Background: an optimization exercise with open tools, aiming at small area, a short achievable clock period and few clock cycles. Do not read the settings as production practice.
In this exercise RTL edits were held to simulation tests only and were not proved equivalent to the original.

**config.mk**
```make
export PLATFORM = sky130hd
export DESIGN_NAME = muldiv
export DESIGN_NICKNAME = muldiv
export VERILOG_FILES = /design/flow/design.v
export SDC_FILE = /design/flow/constraint.sdc
export NUM_CORES = 4
export LEC_CHECK = 0
export CAP_MARGIN = 20
export CORE_MARGIN = 2
export CORE_UTILIZATION = 50
export PLACE_DENSITY = 0.65
export SETUP_SLACK_MARGIN = 0.6
export SLEW_MARGIN = 20
```
**constraint.sdc**
```tcl
create_clock -name core_clock -period 5.0 [get_ports {clk}]
set_input_delay 1.0000 -clock core_clock [delete_from_list [all_inputs] [get_ports {clk}]]
set_output_delay 1.0000 -clock core_clock [all_outputs]
set_load 0.01 [all_outputs]
```
**design.v**
```verilog
module muldiv (
    input  wire        clk,
    input  wire        rst,
    input  wire        start,
    input  wire        op,
    input  wire [31:0] a,
    input  wire [31:0] b,
    output reg         done,
    output reg         divby0,
    output wire [31:0] hi,
    output wire [31:0] lo
);
localparam IDLE = 3'd0, PREP = 3'd1, MSTEP = 3'd2, DSTEP = 3'd3, FIX = 3'd4;
reg  [2:0]  state;
reg  [31:0] H, L;
reg         Lx;           
reg  [32:0] Y;            
reg         bs1, bs2, bs4, bsc, binv, bcin;
reg  [4:0]  cnt;          
reg         opr, an, bn, swp;
reg         nqr;          
reg         rs;           
reg         first;        
assign hi = H;
assign lo = L;
function [4:0] blen;
    input [31:0] v;
    integer i;
    begin
        blen = 5'd0;
        for (i = 0; i < 31; i = i + 1)
            if (v[i] ^ v[i+1]) blen = i + 1;
    end
endfunction
function [2:0] booth;
    input [2:0] x;
    begin
        booth[2] = x[1] ^ x[0];
        booth[1] = (x[2] & ~x[1] & ~x[0]) | (~x[2] & x[1] & x[0]);
        booth[0] = x[2] & ~(x[1] & x[0]);
    end
endfunction
wire [4:0] lza0 = blen(a);
wire [4:0] lzb0 = blen(b);
wire       pa0  = a[31] & ~|(~a[31:1] & a[30:0]);
wire       by0  = (b == 32'd0);
wire       swp0 = (lza0 < lzb0);    
wire       zq0  = swp0 & ~pa0;
reg  [4:0] lza, lzb;
reg        pa;
wire [5:0] La  = {1'b0, lza} + {5'd0, pa};
wire [5:0] Lb  = {1'b0, lzb} | {5'd0, (lzb == 5'd0)};
wire [6:0] kd  = {1'b0, La} - {1'b0, Lb};
wire       zq  = kd[6];             
wire [4:0] lm  = swp ? lza : lzb;
wire [4:0]  sh    = opr ? kd[4:0] : {~lm[4:1], 1'b0};
wire [32:0] shin  = (opr | ~swp) ? Y : {L[31], L};
wire [32:0] shout = shin << sh;
wire [2:0]  bfirst = booth({shout[31:30], shout[29] & (lm[4:1] != 4'd0)});
wire [35:0] Yx = {{3{Y[32]}}, Y};
wire [35:0] X  = ({36{bs1}} & Yx)
               | ({36{bs2}} & {Yx[34:0], 1'b0})
               | ({36{bs4}} & {Yx[33:0], 2'b00})
               | {34'd0, bsc, bsc};
wire [35:0] Bop = X ^ {36{binv}};
wire [35:0] Aop = {Lx, Lx, Lx, L, 2'b00};
wire [35:0] S   = Aop + Bop + {35'd0, bcin};
wire        cpos = (S[35:34] == 2'b01);
wire        cneg = (S[35:34] == 2'b11);
reg  [29:0] mask;
integer mi;
always @(*) begin
    for (mi = 0; mi < 30; mi = mi + 1)
        mask[mi] = ({cnt, 1'b0} <= (6'd29 - mi));
end
wire [30:0] Hinc = H[30:0] + 31'd1;
wire [29:0] Hdec = H[29:0] - 30'd1;
wire [29:0] Hc   = cpos ? Hinc[29:0] : cneg ? Hdec : H[29:0];
wire [31:0] Hmul = {(mask & Hc) | (~mask & H[29:0]), S[33:32]};
wire [2:0]  bstep = booth({H[29:28], H[27] & (cnt != 5'd1)});
wire nq  = an ^ bn;
wire rsn = an ? (S[35] | (S[35:2] == 34'd0)) : ~S[35];
wire [31:0] quo = ~nqr ? {H[30:0], rs} : rs ? {H[30:0], 1'b1} : {Hinc, 1'b0};
always @(posedge clk) begin
    if (rst) begin
        state  <= IDLE;
        done   <= 1'b0;
        divby0 <= 1'b0;
    end else begin
        done <= 1'b0;
        case (state)
            IDLE: if (start) begin
                divby0 <= op & by0;
                if (op & (by0 | zq0)) done  <= 1'b1;
                else                  state <= PREP;
            end
            PREP: state <= !opr ? MSTEP : zq ? FIX : DSTEP;
            MSTEP: if (cnt == 5'd0) begin
                state <= IDLE;
                done  <= 1'b1;
            end
            DSTEP: if (cnt == 5'd0) state <= FIX;
            FIX: begin
                state <= IDLE;
                done  <= 1'b1;
            end
            default: state <= IDLE;
        endcase
    end
end
always @(posedge clk) begin
    {bs1, bs2, bs4, bsc, binv, bcin} <= 6'd0;
    case (state)
        IDLE: begin
            H    <= a;
            L    <= a & {32{~(op & zq0)}};
            Lx   <= a[31];
            Y    <= {b[31], b};
            swp  <= swp0;
            opr  <= op;
            an   <= a[31];
            bn   <= b[31];
            lza  <= lza0;
            lzb  <= lzb0;
            pa   <= pa0;
        end
        PREP: begin
            cnt <= opr ? kd[4:0] : {1'b0, lm[4:1]};
            if (!opr) begin
                H  <= shout[31:0];
                if (!swp) Y <= {L[31], L};
                L  <= 32'd0;
                Lx <= 1'b0;
                {bs1, bs2, binv} <= bfirst;
                bcin <= bfirst[0];
            end else begin
                {Lx, L} <= S[34:2];
                H     <= {32{nq & ~zq}};
                nqr   <= nq & ~zq;
                rs    <= 1'b0;
                first <= 1'b1;
                Y     <= shout;
                bs4  <= ~zq;
                binv <= ~zq & ~nq;
                bcin <= ~zq & ~nq;
            end
        end
        MSTEP: begin
            H <= Hmul;
            L <= S[31:0];
            cnt <= cnt - 5'd1;
            {bs1, bs2, binv} <= bstep;
            bcin <= bstep[0];
        end
        DSTEP: begin
            {Lx, L} <= S[34:2];
            H     <= {H[30:0], (rs & ~first) ^ nqr};
            rs    <= rsn;
            first <= 1'b0;
            cnt   <= cnt - 5'd1;
            if (cnt != 5'd0) Y <= {Y[32], Y[32:1]};
            bs4  <= (cnt != 5'd0) | ~rsn;
            binv <= rsn ^ bn ^ an;
            bcin <= rsn ^ bn ^ an;
        end
        FIX: begin
            H <= S[33:2];
            L <= quo;
        end
        default: ;
    endcase
end
endmodule
```
**run.sh**
```bash
#!/bin/bash
# synth_recipe.tcl (not shown) runs the flow's synth.tcl, then flattens the netlist and writes it again
# the make line also repeats each setting of config.mk as NAME=value (left out here)
make -C /OpenROAD-flow-scripts/flow DESIGN_CONFIG=/design/flow/config.mk WORK_HOME=/design/flow/orfs CLKGATE_MAP_FILE= SYNTH_SCRIPT=/design/flow/synth_recipe.tcl finish
```
==> results.rst, run 1 <==
.. list-table::
   :header-rows: 1

   * - Metric
     - Value
   * - # Max-Cap Violations
     - 0
   * - Starting utilization of the core area
     - 50.7%
   * - Clk pin slew, worst setup/hold paths
     - roughly 70 ps
   * - Antenna violations before repair
     - 3
   * - Hold worst-path end
     - divby0$_SDFFE_PP0P_
   * - Crit path launch type
     - flip-flop
   * - Peak clock frequency supported by timing
     - 226 MHz
   * - Slew @ Worst Pin
     - 1280 ps
   * - Library cell used as clock root buffer
     - sky130_fd_sc_hd__clkbuf_16
   * - Cell accounting for the most synthesized area
     - sky130_fd_sc_hd__edfxtp_1
   * - Result of the run
     - no timing/DRC/antenna violations
   * - Post-layout min period
     - between 4000 and 5000 ps
   * - Global-route wire length before repair
     - 117 mm
   * - CTS Buf Count
     - 17
   * - Min-Delay Path Depth
     - 2
   * - Dominant combinational cell family by area after synthesis
     - compound AO/OA/AOI/OAI gates
   * - Hold Violations, Final
     - 0
   * - Flop and latch count out of synthesis
     - 130
   * - Share of the synthesized netlist area taken by xor and xnor gates
     - under 10%
   * - Reg2Reg Depth
     - 14
   * - Max Buffers Root-to-Sink
     - 2
   * - Origin of the worst min-delay path
     - divby0$_SDFFE_PP0P_
   * - Setup repair after global routing missed its margin
     - true
   * - Compound-gate portion of the synthesized area
     - slightly below 30%
   * - Overall die height
     - 188 um
   * - Ratio of routed vias to standard cells
     - roughly 7.2
   * - Later-pin clock latency in the skew report
     - 460 ps
   * - Area share of the largest cell type after synthesis
     - 21.4%
   * - Post-synthesis share of cell area spent on full adders, half adders and majority gates
     - between 5 and 6%
   * - Routed WL
     - 81.3 mm
   * - Global-route usage over all layers
     - 44.0%
   * - Number of nets in the final layout
     - 2463
   * - Area of the die
     - roughly 0.035 sq mm
   * - Synth-to-Final Area Change
     - 24.3%
   * - Mean area per synthesized cell
     - approximately 7.8 sq um
   * - Endpoint kind of the worst setup timing path
     - flip-flop
   * - Final period util
     - approximately nine tenths
   * - Total number of vias
     - 20000
   * - Reg-to-reg endpoint
     - rs$_SDFFCE_PN0P_
   * - Total number of yosys warnings
     - 1
   * - Count of antenna-violating nets left after detailed routing
     - 0
   * - Global placer's final weighted congestion
     - between 1 and 1.5
   * - Chip Width
     - 188 um
   * - Max Clock Skew
     - between 15 and 20 ps
   * - Worst endpoint required time
     - between 5000 and 6000 ps
   * - DRC errors left
     - 0
   * - Area share of and/or/nand/nor cells after synthesis
     - 21.3%
   * - Share of post-route cells with drive strength above 1
     - between 15 and 20%
   * - Clock H-tree levels
     - 4
   * - Post-synthesis instance total
     - roughly 2200
   * - I/O pin count
     - ~130
   * - HPWL reported at the end of detailed placement
     - just over 60 mm
   * - Layout Utilization
     - between 60% and 70%
   * - Share of synthesized area occupied by flip-flops and latches
     - around 22%
   * - Netlist area before placement
     - approximately 0.017 sq mm
   * - Leading post-synthesis cells by cell area
     - sky130_fd_sc_hd__edfxtp_1 21%, sky130_fd_sc_hd__mux2i_1 5.7%, sky130_fd_sc_hd__ha_1 5.4%
   * - Prevailing post-synth register cell
     - sky130_fd_sc_hd__edfxtp_1
   * - Share of async-settable or async-resettable flops after synthesis
     - 0%
   * - CTS sink cnt
     - 130
   * - Arrival time at the worst endpoint
     - between 4000 and 5000 ps
   * - FF-to-FF setup slack
     - between 500 and 600 ps
   * - Area of the core
     - around 0.033 sq mm
   * - Syn nets
     - 2310
   * - Number of enable-type register cells in the synthesized netlist
     - roughly 120
   * - Start of the worst register-to-register path
     - bs1$_DFF_P_
   * - Worst-path maximum fanout
     - 9
   * - Port Buffers
     - 133
   * - Vias in the first global route
     - between 15000 and 20000
   * - Yosys cell types
     - between 90 and 100
   * - Drt pass-1 iters
     - 8
   * - Total count of max-transition violations in the final report
     - 0
   * - Cell Rows
     - 67
   * - Final number of setup-violating endpoints
     - 0
   * - Max transition margin
     - between 10 and 15%
   * - Kind of critical path
     - flip-flop to flip-flop
   * - Worst Hold Class
     - flip-flop to flip-flop
   * - Maximum number of pins on one net before global-route repair
     - 65
   * - Iter 0 DRT Violations
     - 3137
   * - Per-cell routed wire length
     - 29.2 um
   * - Multiplexer share of the synthesized area
     - 8.45%
   * - GRT overflow
     - 0
   * - Clock tree from TritonCTS
     - done
## registers in the layout (all words and copies together) (netlist names), 3 cells and up
register  flops
L            32
lza           5
Y            33
H            32
state         3
lzb           5
cnt           5
## Yosys cell counts, types with 26 or more instances
library cell / n
sky130_fd_sc_hd__nand2_1: 198
sky130_fd_sc_hd__clkbuf_1: 146
sky130_fd_sc_hd__ha_1: 73
sky130_fd_sc_hd__a221o_1: 30
sky130_fd_sc_hd__nand3b_1: 27
sky130_fd_sc_hd__mux2i_1: 97
sky130_fd_sc_hd__o22ai_1: 39
sky130_fd_sc_hd__o211ai_1: 26
sky130_fd_sc_hd__inv_1: 94
sky130_fd_sc_hd__mux2_2: 33
sky130_fd_sc_hd__and3_1: 47
sky130_fd_sc_hd__xnor2_1: 83
sky130_fd_sc_hd__nor4_1: 30
sky130_fd_sc_hd__nand4_1: 26
sky130_fd_sc_hd__a221oi_1: 28
sky130_fd_sc_hd__xor2_1: 40
sky130_fd_sc_hd__nor3_1: 59
sky130_fd_sc_hd__nand3_1: 67
sky130_fd_sc_hd__a222oi_1: 42
sky130_fd_sc_hd__edfxtp_1: 121
sky130_fd_sc_hd__a21o_1: 30
sky130_fd_sc_hd__nor2_1: 153
sky130_fd_sc_hd__o21ai_0: 154
sky130_fd_sc_hd__a21oi_1: 110
## kinds of logic after synthesis
| family | count (synthesis) |
|---|---|
| buffers and inverters | 287 |
| XOR/XNOR | 123 |
| AO/OA/AOI/OAI | 695 |
| multiplexers | 136 |
| adder cells (fa/ha/maj) | 75 |
| flip-flops | 130 |
| AND/OR/NAND/NOR | 721 |
## what timing repair did
item,CTS,global route
endpoints found under the setup margin,66,71
pin swaps,14,65
gates cloned,3,2
hold buffers,0,0
setup buffers,12,36
gates resized for setup,50,144
## cell type report
type	count	area, sq um
Antenna cell	1	2.50
Clock buffer	19	433
Clock inverter	13	209
Fill cell	2930	12400
Inverter	96	360
Multi-Input combinational cell	1751	12700
Sequential cell	130	3820
Tap cell	448	561
Timing Repair Buffer	324	2970
## placed cells by master (no fill, tap or decap), drive strengths merged, types with 42 or more instances in the layout
cell,netlist,layout
a21oi,112,112
a222oi,42,42
and3,47,47
buf,43,189
clkdlybuf4s50,0,113
edfxtp,121,121
ha,73,73
inv,94,95
mux2i,99,100
nand2,198,198
nand3,68,68
nor2,154,154
nor3,59,59
o21ai,166,166
xnor2,83,83
## worst max path at each step
stage,endpoint,slack (ps),startpoint
5_1_grt,H[11]$_DFFE_PP_,460,Y[12]$_DFFE_PP_
3_5_place_dp,L[12]$_DFFE_PP_,-100,b[4]
4_1_cts,binv$_DFF_P_,560,lzb[4]$_DFFE_PP_
6_report,rs$_SDFFCE_PN0P_,580,bs1$_DFF_P_
3_3_place_gp,L[11]$_DFFE_PP_,-90,b[4]
2_1_floorplan,L[16]$_DFFE_PP_,640,b[4]
## metrics by stage
stage               setup WS (ps)  hold WS, ps  instances  setup TNS [ps]  cell area [sq um]
global route                  461          581       2781               0              21100
floorplan                     641          524       2167               0              17000
CTS                           558          498       2743               0              20200
detailed placement           -105          482       2696           -1870              19200
finish                        584          498       2782               0              21100
global placement            -94.8          470       2696           -1950              19200
## worst max-delay path: stages, from the launching register on
cell	delay (ps)
sky130_fd_sc_hd__dfxtp_4	390
sky130_fd_sc_hd__buf_12	150
sky130_fd_sc_hd__a222oi_1	470
sky130_fd_sc_hd__xnor2_1	190
sky130_fd_sc_hd__ha_2	340
sky130_fd_sc_hd__a21o_1	240
sky130_fd_sc_hd__a2111oi_0	400
sky130_fd_sc_hd__nor2_1	90
sky130_fd_sc_hd__and4_2	330
sky130_fd_sc_hd__a221o_1	300
sky130_fd_sc_hd__nor4b_2	320
sky130_fd_sc_hd__nand4_1	250
sky130_fd_sc_hd__nor4b_4	390
sky130_fd_sc_hd__a31o_1	220
sky130_fd_sc_hd__nor3b_2	160
## per-layer routing
layer / track usage, % / routed length (um)
met1: 56.8 / 30200
met2: 67.6 / 35000
met3: 8.16 / 9320
met4: 28.7 / 6660
met5: 0 / 105
Testbench counts, summed over its fixed seeds: cycles 11,512.
==> inputs of run 2 (changes only) <==
--- a/config.mk
+++ b/config.mk
@@ -7,7 +7,6 @@
 export LEC_CHECK = 0
 export CAP_MARGIN = 20
 export CORE_MARGIN = 2
-export CORE_UTILIZATION = 50
-export PLACE_DENSITY = 0.65
-export SETUP_SLACK_MARGIN = 0.6
+export CORE_UTILIZATION = 40
+export PLACE_DENSITY = 0.6
 export SLEW_MARGIN = 20
==> results.rst, run 2 <==
.. list-table::
   :header-rows: 1

   * - Metric
     - Value
   * - Share of post-route cells with drive strength above 1
     - 12.7% (-5.3 points)
   * - CTS Buf Count
     - 17 (unchanged)
   * - Dominant combinational cell family by area after synthesis
     - compound AO/OA/AOI/OAI gates
   * - Flop and latch count out of synthesis
     - 130 (unchanged)
   * - GRT overflow
     - 0 (unchanged)
   * - Share of async-settable or async-resettable flops after synthesis
     - 0% (unchanged)
   * - Max Buffers Root-to-Sink
     - 2 (unchanged)
   * - Total number of yosys warnings
     - 1 (unchanged)
   * - I/O pin count
     - 134 (unchanged)
   * - Worst Hold Class
     - flip-flop to flip-flop
   * - DRC errors left
     - 0 (unchanged)
   * - Number of hold buffers added after cts
     - 0 (unchanged)
   * - Global placer's final weighted congestion
     - 1.03 (-2.5%)
   * - Crit path launch type
     - flip-flop
   * - Ratio of routed vias to standard cells
     - 6.74 (-6.1%)
   * - Clk pin slew, worst setup/hold paths
     - 60 ps (about the same)
   * - Maximum number of pins on one net before global-route repair
     - 65 (unchanged)
   * - Global-route wire length before repair
     - 120 mm (+2.7%)
   * - Arrival time at the worst endpoint
     - 5120 ps (+400 ps)
   * - Slew @ Worst Pin
     - 1180 ps (-101 ps)
   * - Result of the run
     - no timing/DRC/antenna violations
   * - Cell with the most instances after synthesis
     - sky130_fd_sc_hd__nand2_1
   * - Cell Rows
     - 75 (+12%)
   * - Chip Width
     - 210 um (+12%)
   * - Drt pass-1 iters
     - 9 (+1)
   * - # Post-CTS Setup Buffers
     - 0 (-12)
   * - Library cell used as clock root buffer
     - sky130_fd_sc_hd__clkbuf_16
   * - Number of nets in the final layout
     - 2444 (-0.77%)
   * - Area of the die
     - 0.0441 sq mm (+24%)
   * - Routed WL
     - 83.1 mm (+2.3%)
   * - Area share of and/or/nand/nor cells after synthesis
     - 21.3% (unchanged)
   * - Layout Utilization
     - 48.3% (-15 points)
   * - Flip-flop count of the largest register, all copies and words added
     - 33 (unchanged)
   * - Clock tree from TritonCTS
     - done
   * - Kind of critical path
     - flip-flop to flip-flop
   * - Mean area per synthesized cell
     - 7.83 sq um (unchanged)
   * - Later-pin clock latency in the skew report
     - 480 ps (+20 ps)
   * - Endpoint kind of the worst setup timing path
     - flip-flop
   * - Overall die height
     - 210 um (+12%)
   * - Final number of setup-violating endpoints
     - 0 (unchanged)
   * - Post-synthesis instance total
     - 2167 (unchanged)
   * - Yosys cell types
     - 98 (unchanged)
   * - Multiplexer share of the synthesized area
     - 8.45% (unchanged)
   * - Most common library cell in the layout ignoring fill and taps
     - sky130_fd_sc_hd__nand2_1
   * - Final period util
     - 95.9% (+7.6 points)
   * - Syn nets
     - 2310 (unchanged)
   * - WHS
     - 505 ps (+6.18 ps)
   * - Synth-to-Final Area Change
     - 19.4%
   * - Area share of the largest cell type after synthesis
     - 21.4% (unchanged)
   * - Post-layout min period
     - 4790 ps (+379 ps)
   * - Compound-gate portion of the synthesized area
     - 29.1% (unchanged)
   * - Count of antenna-violating nets left after detailed routing
     - 0 (unchanged)
   * - Netlist area before placement
     - 0.0170 sq mm (unchanged)
   * - Setup repair after global routing missed its margin
     - false
   * - Cell accounting for the most synthesized area
     - sky130_fd_sc_hd__edfxtp_1
   * - Prevailing post-synth register cell
     - sky130_fd_sc_hd__edfxtp_1
   * - Share of the synthesized netlist area taken by xor and xnor gates
     - 6.35% (unchanged)
   * - Commonest cells after routing, fill and taps aside
     - 197 x sky130_fd_sc_hd__nand2_1, 171 x sky130_fd_sc_hd__buf_4, 153 x sky130_fd_sc_hd__o21ai_0, 150 x sky130_fd_sc_hd__nor2_1, 133 x sky130_fd_sc_hd__clkdlybuf4s50_1
   * - Max transition margin
     - 21.4% (+6.9 points)
   * - Number of enable-type register cells in the synthesized netlist
     - 121 (unchanged)
   * - Largest registers
     - Y: 33 flops, H: 32 flops, L: 32 flops
   * - Top reg by flops
     - Y
   * - Peak clock frequency supported by timing
     - 209 MHz (-7.9%)
   * - Post-synthesis share of cell area spent on full adders, half adders and majority gates
     - 5.62% (unchanged)
   * - Cell types with the highest counts after synthesis
     - 198 x sky130_fd_sc_hd__nand2_1, 154 x sky130_fd_sc_hd__o21ai_0, 153 x sky130_fd_sc_hd__nor2_1
   * - Area of the core
     - 0.0419 sq mm (+25%)
   * - Share of synthesized area occupied by flip-flops and latches
     - 22.5% (unchanged)
   * - Hold Violations, Final
     - 0 (unchanged)
   * - Total count of max-transition violations in the final report
     - 0 (unchanged)
   * - Starting utilization of the core area
     - 40.5% (-10 points)
   * - Worst-path maximum fanout
     - 11 (+2)
   * - Iter 0 DRT Violations
     - 2907 (-7.3%)
   * - Port Buffers
     - 133 (unchanged)
   * - Leading post-synthesis cells by cell area
     - sky130_fd_sc_hd__edfxtp_1 21%, sky130_fd_sc_hd__mux2i_1 5.7%, sky130_fd_sc_hd__ha_1 5.4%
   * - Worst endpoint required time
     - 5330 ps (+30 ps)
   * - Per-cell routed wire length
     - 29.1 um (-0.35%)
   * - # Max-Cap Violations
     - 0 (unchanged)
   * - FF-to-FF setup slack
     - 210 ps (-380 ps)
   * - Clock H-tree levels
     - 4 (unchanged)
   * - Antenna violations before repair
     - 1 (-2)
   * - Vias in the first global route
     - 17900 (-1.7%)
   * - Global-route usage over all layers
     - 37.2% (-6.9 points)
   * - HPWL reported at the end of detailed placement
     - 66.0 mm (+9.0%)
   * - CTS sink cnt
     - 130 (unchanged)
   * - Max Clock Skew
     - 14.0 ps (-1.34 ps)
   * - Total number of vias
     - 19200 (-3.7%)
## run 2: changes by cell type in the layout (fill, tap and decap cells not counted), moves of 7 or more
cell,delta
sky130_fd_sc_hd__o21ai_1,-8
sky130_fd_sc_hd__a21oi_2,-7
sky130_fd_sc_hd__nor2_1,+7
sky130_fd_sc_hd__inv_1,+7
sky130_fd_sc_hd__mux2i_1,+8
sky130_fd_sc_hd__ha_2,-9
sky130_fd_sc_hd__a21oi_1,+9
sky130_fd_sc_hd__o21ai_0,+11
sky130_fd_sc_hd__dlymetal6s2s_1,-11
sky130_fd_sc_hd__ha_1,+17
sky130_fd_sc_hd__inv_2,-7
sky130_fd_sc_hd__ha_4,-8
sky130_fd_sc_hd__buf_6,-9
sky130_fd_sc_hd__clkdlybuf4s50_1,+20
## run 2: per-stage QoR
| step | instance area (sq um) | setup WS, ps | TNS (ps) | instances |
|---|---|---|---|---|
| CTS | 20200 | 184 | 0 | 2853 |
| global placement | 19500 | -138 | -3330 | 2821 |
| finish | 20300 | 205 | 0 | 2855 |
| detailed placement | 19500 | -226 | -5280 | 2821 |
| global route | 20300 | 3.61 | 0 | 2853 |
| floorplan | 17000 | 641 | 0 | 2167 |
## run 2: worst paths after layout
| check | cells past startpoint | end | startpoint |
|---|---|---|---|
| hold / removal | 2 | divby0$_SDFFE_PP0P_ | divby0$_SDFFE_PP0P_ |
| setup / recovery | 18 | H[26]$_DFFE_PP_ | lzb[4]$_DFFE_PP_ |
| hold reg to reg | 2 | divby0$_SDFFE_PP0P_ | divby0$_SDFFE_PP0P_ |
| setup reg to reg | 18 | H[26]$_DFFE_PP_ | lzb[4]$_DFFE_PP_ |
## run 2: final cells by class
type                       instances  area [sq um]
fill                            4127         21700
multi-input combinational       1750         12000
sequential                       130          3820
timing repair buffer             306          2660
tap                              539           674
clock buffer                      17           425
inverter                          96           360
clock inverter                    15           278
antenna                            2          5.00
## run 2: critical path: stages (launching register included)
cell and delay [ps]:
sky130_fd_sc_hd__edfxtp_1 410, sky130_fd_sc_hd__inv_1 150, sky130_fd_sc_hd__nand3_1 110, sky130_fd_sc_hd__o21bai_1 150, sky130_fd_sc_hd__ha_1 250, sky130_fd_sc_hd__inv_1 60
sky130_fd_sc_hd__ha_1 170, sky130_fd_sc_hd__fa_1 480, sky130_fd_sc_hd__mux2i_4 370, sky130_fd_sc_hd__buf_4 270, sky130_fd_sc_hd__buf_4 230, sky130_fd_sc_hd__nor2_1 70
sky130_fd_sc_hd__a211oi_1 540, sky130_fd_sc_hd__mux2i_1 310, sky130_fd_sc_hd__buf_4 220, sky130_fd_sc_hd__mux2i_1 350, sky130_fd_sc_hd__o21ai_0 200, sky130_fd_sc_hd__buf_4 200
sky130_fd_sc_hd__nand4_1 110
## run 2: logic make-up after synthesis
group | count (synthesis)
and+or+nand+nor | 721
adders and majority gates | 75
xor gates and xnor gates | 123
buffers and inverters | 287
AOI/OAI and AO/OA | 695
muxes | 136
DFF | 130
## run 2: what timing repair did
action	CTS	global route
hold endpoints to repair	0	0
resized for setup	0	5
setup endpoints to repair	0	34
## run 2: layer usage
layer	vias up	GRT usage (%)	wire length (um)
li1	8578	-	-
met1	9221	48.2	33300
met4	0	21.7	5220
met5	-	0	0
met2	1183	58.2	36900
met3	249	6.56	7670
==> inputs of run 3 (changes only) <==
--- a/design.v
+++ b/design.v
@@ -29,7 +29,7 @@
     begin
         blen = 5'd0;
         for (i = 0; i < 31; i = i + 1)
-            if (v[i] ^ v[i+1]) blen = i + 1;
+            if (v[i] ^ v[31]) blen = i + 1;
     end
 endfunction
 function [2:0] booth;
@@ -46,17 +46,16 @@
 wire       by0  = (b == 32'd0);
 wire       swp0 = (lza0 < lzb0);    
 wire       zq0  = swp0 & ~pa0;
-reg  [4:0] lza, lzb;
-reg        pa;
-wire [5:0] La  = {1'b0, lza} + {5'd0, pa};
-wire [5:0] Lb  = {1'b0, lzb} | {5'd0, (lzb == 5'd0)};
-wire [6:0] kd  = {1'b0, La} - {1'b0, Lb};
-wire       zq  = kd[6];             
-wire [4:0] lm  = swp ? lza : lzb;
-wire [4:0]  sh    = opr ? kd[4:0] : {~lm[4:1], 1'b0};
+wire [5:0] La0 = {1'b0, lza0} + {5'd0, pa0};
+wire [5:0] Lb0 = {1'b0, lzb0} | {5'd0, (lzb0 == 5'd0)};
+wire [6:0] kd0 = {1'b0, La0} - {1'b0, Lb0};
+wire [4:0] lm0 = swp0 ? lza0 : lzb0;
+reg  [4:0] sh;                      
+reg        zq;                      
+reg  [3:0] st;                      
 wire [32:0] shin  = (opr | ~swp) ? Y : {L[31], L};
 wire [32:0] shout = shin << sh;
-wire [2:0]  bfirst = booth({shout[31:30], shout[29] & (lm[4:1] != 4'd0)});
+wire [2:0]  bfirst = booth({shout[31:30], shout[29] & (st != 4'd0)});
 wire [35:0] Yx = {{3{Y[32]}}, Y};
 wire [35:0] X  = ({36{bs1}} & Yx)
                | ({36{bs2}} & {Yx[34:0], 1'b0})
@@ -120,12 +119,13 @@
             opr  <= op;
             an   <= a[31];
             bn   <= b[31];
-            lza  <= lza0;
-            lzb  <= lzb0;
-            pa   <= pa0;
+            sh   <= op ? kd0[4:0] : {~lm0[4:1], 1'b0};
+            zq   <= kd0[6];
+            st   <= lm0[4:1];
+            cnt  <= kd0[4:0];
         end
         PREP: begin
-            cnt <= opr ? kd[4:0] : {1'b0, lm[4:1]};
+            if (!opr) cnt <= {1'b0, st};
             if (!opr) begin
                 H  <= shout[31:0];
                 if (!swp) Y <= {L[31], L};
--- a/config.mk
+++ b/config.mk
@@ -7,6 +7,8 @@
 export LEC_CHECK = 0
 export CAP_MARGIN = 20
 export CORE_MARGIN = 2
-export CORE_UTILIZATION = 40
-export PLACE_DENSITY = 0.6
+export CORE_UTILIZATION = 45
+export GPL_TIMING_DRIVEN = 0
+export PLACE_DENSITY = 0.62
+export SETUP_SLACK_MARGIN = 0.6
 export SLEW_MARGIN = 20
==> results.rst, run 3 <==
.. list-table::
   :header-rows: 1

   * - Metric
     - Value
   * - Result of the run
     - no timing/DRC/antenna violations
   * - Total number of yosys warnings
     - 1 (unchanged)
   * - Count of antenna-violating nets left after detailed routing
     - 0 (unchanged)
   * - Layout Utilization
     - 57.8% (+9.5 points)
   * - Number of nets in the final layout
     - 2417 (-1.1%)
   * - Cell Rows
     - 69 (-8.0%)
   * - Later-pin clock latency in the skew report
     - 450 ps (-30 ps)
   * - Crit path launch type
     - flip-flop
   * - Worst endpoint required time
     - 5160 ps (-170 ps)
   * - Post-layout min period
     - 4720 ps (-73.5 ps)
   * - Slew @ Worst Pin
     - 1140 ps (-40.1 ps)
   * - Slowest-stage cell, CP
     - sky130_fd_sc_hd__a222oi_1
   * - Kind of critical path
     - flip-flop to flip-flop
   * - Filler cell count
     - 3252 (-21%)
   * - Worst Hold Class
     - flip-flop to flip-flop
   * - Netlist area before placement
     - 0.0162 sq mm (-4.6%)
   * - Area of combinational cells with multiple inputs
     - 0.0125 sq mm (+3.7%)
   * - Per-cell routed wire length
     - 32.8 um (+13%)
   * - Area share of the largest cell type after synthesis
     - 22.3% (+0.85 points)
   * - Ratio of routed vias to standard cells
     - 7.23 (+7.3%)
   * - Yosys cell types
     - 95 (-3.1%)
   * - DRC errors left
     - 0 (unchanged)
   * - Arrival time at the worst endpoint
     - 4880 ps (-240 ps)
   * - Commonest cells after routing, fill and taps aside
     - 226 x sky130_fd_sc_hd__nand2_1, 178 x sky130_fd_sc_hd__nor2_1, 157 x sky130_fd_sc_hd__mux2i_1, 120 x sky130_fd_sc_hd__edfxtp_1, 115 x sky130_fd_sc_hd__o21ai_0
   * - Vias in the first global route
     - 18700 (+4.5%)
   * - Sum of met2 wire segment lengths after detailed routing
     - 37.3 mm (+1.0%)
   * - Post-synthesis instance total
     - 2072 (-4.4%)
   * - Total number of vias
     - 20000 (+4.1%)
   * - Prevailing post-synth register cell
     - sky130_fd_sc_hd__edfxtp_1
   * - Worst-path maximum fanout
     - 6 (-5)
   * - HPWL reported at the end of detailed placement
     - 68.3 mm (+3.6%)
   * - WHS
     - 457 ps (-48.1 ps)
   * - Cell types with the highest counts after synthesis
     - 231 x sky130_fd_sc_hd__nand2_1, 186 x sky130_fd_sc_hd__nor2_1, 161 x sky130_fd_sc_hd__mux2i_1
   * - CTS Buf Count
     - 17 (unchanged)
   * - Metal-1 WL
     - 33.4 mm (+0.40%)
   * - Total count of max-transition violations in the final report
     - 0 (unchanged)
   * - Clk pin slew, worst setup/hold paths
     - 70 ps (about the same)
   * - Met3 layer wire length in the routed design
     - 13.1 mm (+70%)
   * - Endpoint kind of the worst setup timing path
     - flip-flop
   * - Cell repeated most along the worst path
     - sky130_fd_sc_hd__buf_6
   * - Global-route wire length before repair
     - 126 mm (+5.1%)
   * - Sequential cell area in the final layout
     - 0.00379 sq mm (-0.69%)
   * - Iter 0 DRT Violations
     - 3191 (+9.8%)
   * - Maximum number of pins on one net before global-route repair
     - 52 (-20%)
   * - Port Buffers
     - 107 (-20%)
   * - Share of synthesized area occupied by flip-flops and latches
     - 23.4% (+0.91 points)
   * - Share of post-route cells with drive strength above 1
     - 16.7% (+4.0 points)
   * - Hold Violations, Final
     - 0 (unchanged)
   * - Synth-to-Final Area Change
     - 26.8%
   * - # Max-Cap Violations
     - 0 (unchanged)
   * - Leading post-synthesis cells by cell area
     - sky130_fd_sc_hd__edfxtp_1 22%, sky130_fd_sc_hd__mux2i_1 10%, sky130_fd_sc_hd__nand2_1 5.4%
   * - Slowest Stage Delay on Critical Path
     - 460 ps (-80 ps)
   * - Peak clock frequency supported by timing
     - 212 MHz (+1.6%)
   * - Clock tree from TritonCTS
     - done
   * - Global placer's final weighted congestion
     - 1.07 (+4.5%)
   * - Top reg by flops
     - Y
   * - Cell accounting for the most synthesized area
     - sky130_fd_sc_hd__edfxtp_1
   * - Global-route usage over all layers
     - 45.9% (+8.8 points)
   * - Number of enable-type register cells in the synthesized netlist
     - 120 (-0.83%)
   * - Mean area per synthesized cell
     - 7.81 sq um (-0.26%)
   * - Most common library cell in the layout ignoring fill and taps
     - sky130_fd_sc_hd__nand2_1
   * - Area of the die
     - 0.0375 sq mm (-15%)
   * - Flip-flop count of the largest register, all copies and words added
     - 33 (unchanged)
   * - Ordered cell list for the critical path
     - buf_6 -> buf_8 -> a222oi_1 -> xnor2_1 -> ha_1 -> buf_6 -> o211ai_1 -> o211ai_2 -> nand3_2 -> a2111o_1 -> a21o_1 -> o211a_4 -> buf_4 -> a211o_4 -> buf_12 -> a211oi_4 -> nand2_2 -> xor2_2 -> o2111ai_1
   * - Area of the core
     - 0.0355 sq mm (-15%)
   * - CTS sink cnt
     - 129 (-0.77%)
   * - Flop and latch count out of synthesis
     - 129 (-0.77%)
   * - Antenna violations before repair
     - 2 (+1)
   * - Share of async-settable or async-resettable flops after synthesis
     - 0% (unchanged)
   * - Starting utilization of the core area
     - 45.6% (+5.2 points)
   * - Cell with the most instances after synthesis
     - sky130_fd_sc_hd__nand2_1
   * - Syn nets
     - 2198 (-4.8%)
   * - Library cell used as clock root buffer
     - sky130_fd_sc_hd__clkbuf_16
   * - Setup repair after global routing missed its margin
     - true
   * - Top layer reached by signal wires
     - met4
   * - Clock H-tree levels
     - 4 (unchanged)
   * - Max transition margin
     - 23.4% (+2.0 points)
   * - Routed WL
     - 90.9 mm (+9.4%)
   * - Overall die height
     - 194 um (-7.8%)
   * - GRT overflow
     - 0 (unchanged)
   * - Drt pass-1 iters
     - 12 (+3)
   * - I/O pin count
     - 134 (unchanged)
   * - Largest registers
     - Y: 33 flops, H: 32 flops, L: 32 flops
   * - Final number of setup-violating endpoints
     - 0 (unchanged)
   * - Chip Width
     - 194 um (-7.8%)
   * - Number of hold buffers added after cts
     - 0 (unchanged)
   * - Max Buffers Root-to-Sink
     - 2 (unchanged)
   * - Max Clock Skew
     - 16.8 ps (+2.73 ps)
   * - Final period util
     - 94.4% (-1.5 points)
   * - Accumulated negative setup slack
     - 0 ps (unchanged)
## run 3: cell count changes after synthesis, sizes merged, moves of 16 or more
cell    previous run  this run
inv               94        58
mux2              36        13
ha                73        55
mux2i             99       161
nand3b            27         3
and3              47        23
nor2             154       187
nand2            198       231
o21ai            166       150
nor3              59        43
## run 3: per-layer routing
| layer | vias to the layer above | global-route usage [%] |
|---|---|---|
| met5 | - | 0 |
| met4 | 0 | 28.4 |
| met3 | 421 | 13.4 |
| met2 | 1772 | 66.9 |
| met1 | 9501 | 59.8 |
| li1 | 8317 | - |
## run 3: layout make-up
cell class / instances / area share [%]
clock inverter: 14 / 0.708
buffer: 185 / 4.75
sequential: 129 / 18.5
inverter: 60 / 1.10
multi-input combinational: 1699 / 60.9
timing repair buffer: 199 / 9.13
antenna: 3 / 0.0366
tap: 461 / 2.81
clock buffer: 18 / 2.09
## run 3: final timing paths
check                                          from                  end  slack [ps]  cells past startpoint
worst max-delay path                    bs1$_DFF_P_      H[10]$_DFFE_PP_         280                     19
worst min-delay path            divby0$_SDFFE_PP0P_  divby0$_SDFFE_PP0P_         460                      2
worst min register to register  divby0$_SDFFE_PP0P_  divby0$_SDFFE_PP0P_         460                      2
worst max register to register          bs1$_DFF_P_      H[10]$_DFFE_PP_         280                     19
## run 3: kinds of logic after synthesis
logic type	count (synthesis)	share of synthesized area, %
compound gates	638	27.6
fa+ha+maj	58	4.62
xor+xnor	116	6.28
mux	178	11.4
buf+inv	245	5.97
flops	129	23.4
simple gates	708	20.7
## run 3: critical path, delay by kind of cell, from the launching register on
kind / cells / cell delay, ps
compound gates: 9 / 2470
xor+xnor: 2 / 320
fa+ha+maj: 1 / 320
buf+inv: 5 / 670
flops: 1 / 370
simple gates: 2 / 280
## run 3: per-stage QoR
step | area (sq um) | std cells | setup WS [ps]
floorplan | 16200 | 2072 | 611
global placement | 17800 | 2640 | -1510
detailed placement | 17900 | 2642 | -1580
CTS | 19700 | 2733 | 386
global route | 20500 | 2765 | 111
finish | 20500 | 2768 | 279
## run 3: what timing repair did
item | CTS | global route
gates resized for setup | 218 | 172
pin swaps | 86 | 81
endpoints found under the setup margin | 85 | 74
gates cloned | 2 | 0
setup buffers | 57 | 32
Testbench counts of run 3, summed over its fixed seeds: cycles 11,512.

## afterwards: timing with drivers on the ports
How much do the figures lean on ideal ports? The routed layouts below were timed once more, with nothing changed but the port constraints. Step 1: set_driving_cell puts a clkbuf_16 on clk and a buf_2 on each other input, an assumption about the parent block. Step 2 adds t to the input delays and takes it off the output delays; t is the mean of the earliest and latest rising clock arrival at the registers after step 1. Input paths then give back, and output paths get back, about the clock's delay inside the block. Slacks: ideal ports / drivers / drivers and shift; pairs: ideal ports / drivers.
| run | t, ns | setup slack, ns | hold WS [ns] | slew at the worst register clock pin (ns) | cell pins on the clock port's net |
|---|---|---|---|---|---|
| run 1 | 0.502 | 0.584 / 0.584 / 0.102 | 0.498 / 0.498 / 0.498 | 0.07 / 0.07 | 1 |
| run 2 | 0.532 | 0.205 / 0.205 / -0.272 | 0.505 / 0.505 / 0.505 | 0.07 / 0.07 | 1 |
| run 3 | 0.497 | 0.279 / 0.279 / -0.192 | 0.457 / 0.457 / 0.457 | 0.08 / 0.08 | 1 |
With both steps, setup timing fails in run 2 and run 3, where it was met with ideal ports. For run 1, which loses most, drivers alone change the setup slack by 0.000 ns; drivers and shift together by -0.482 ns.
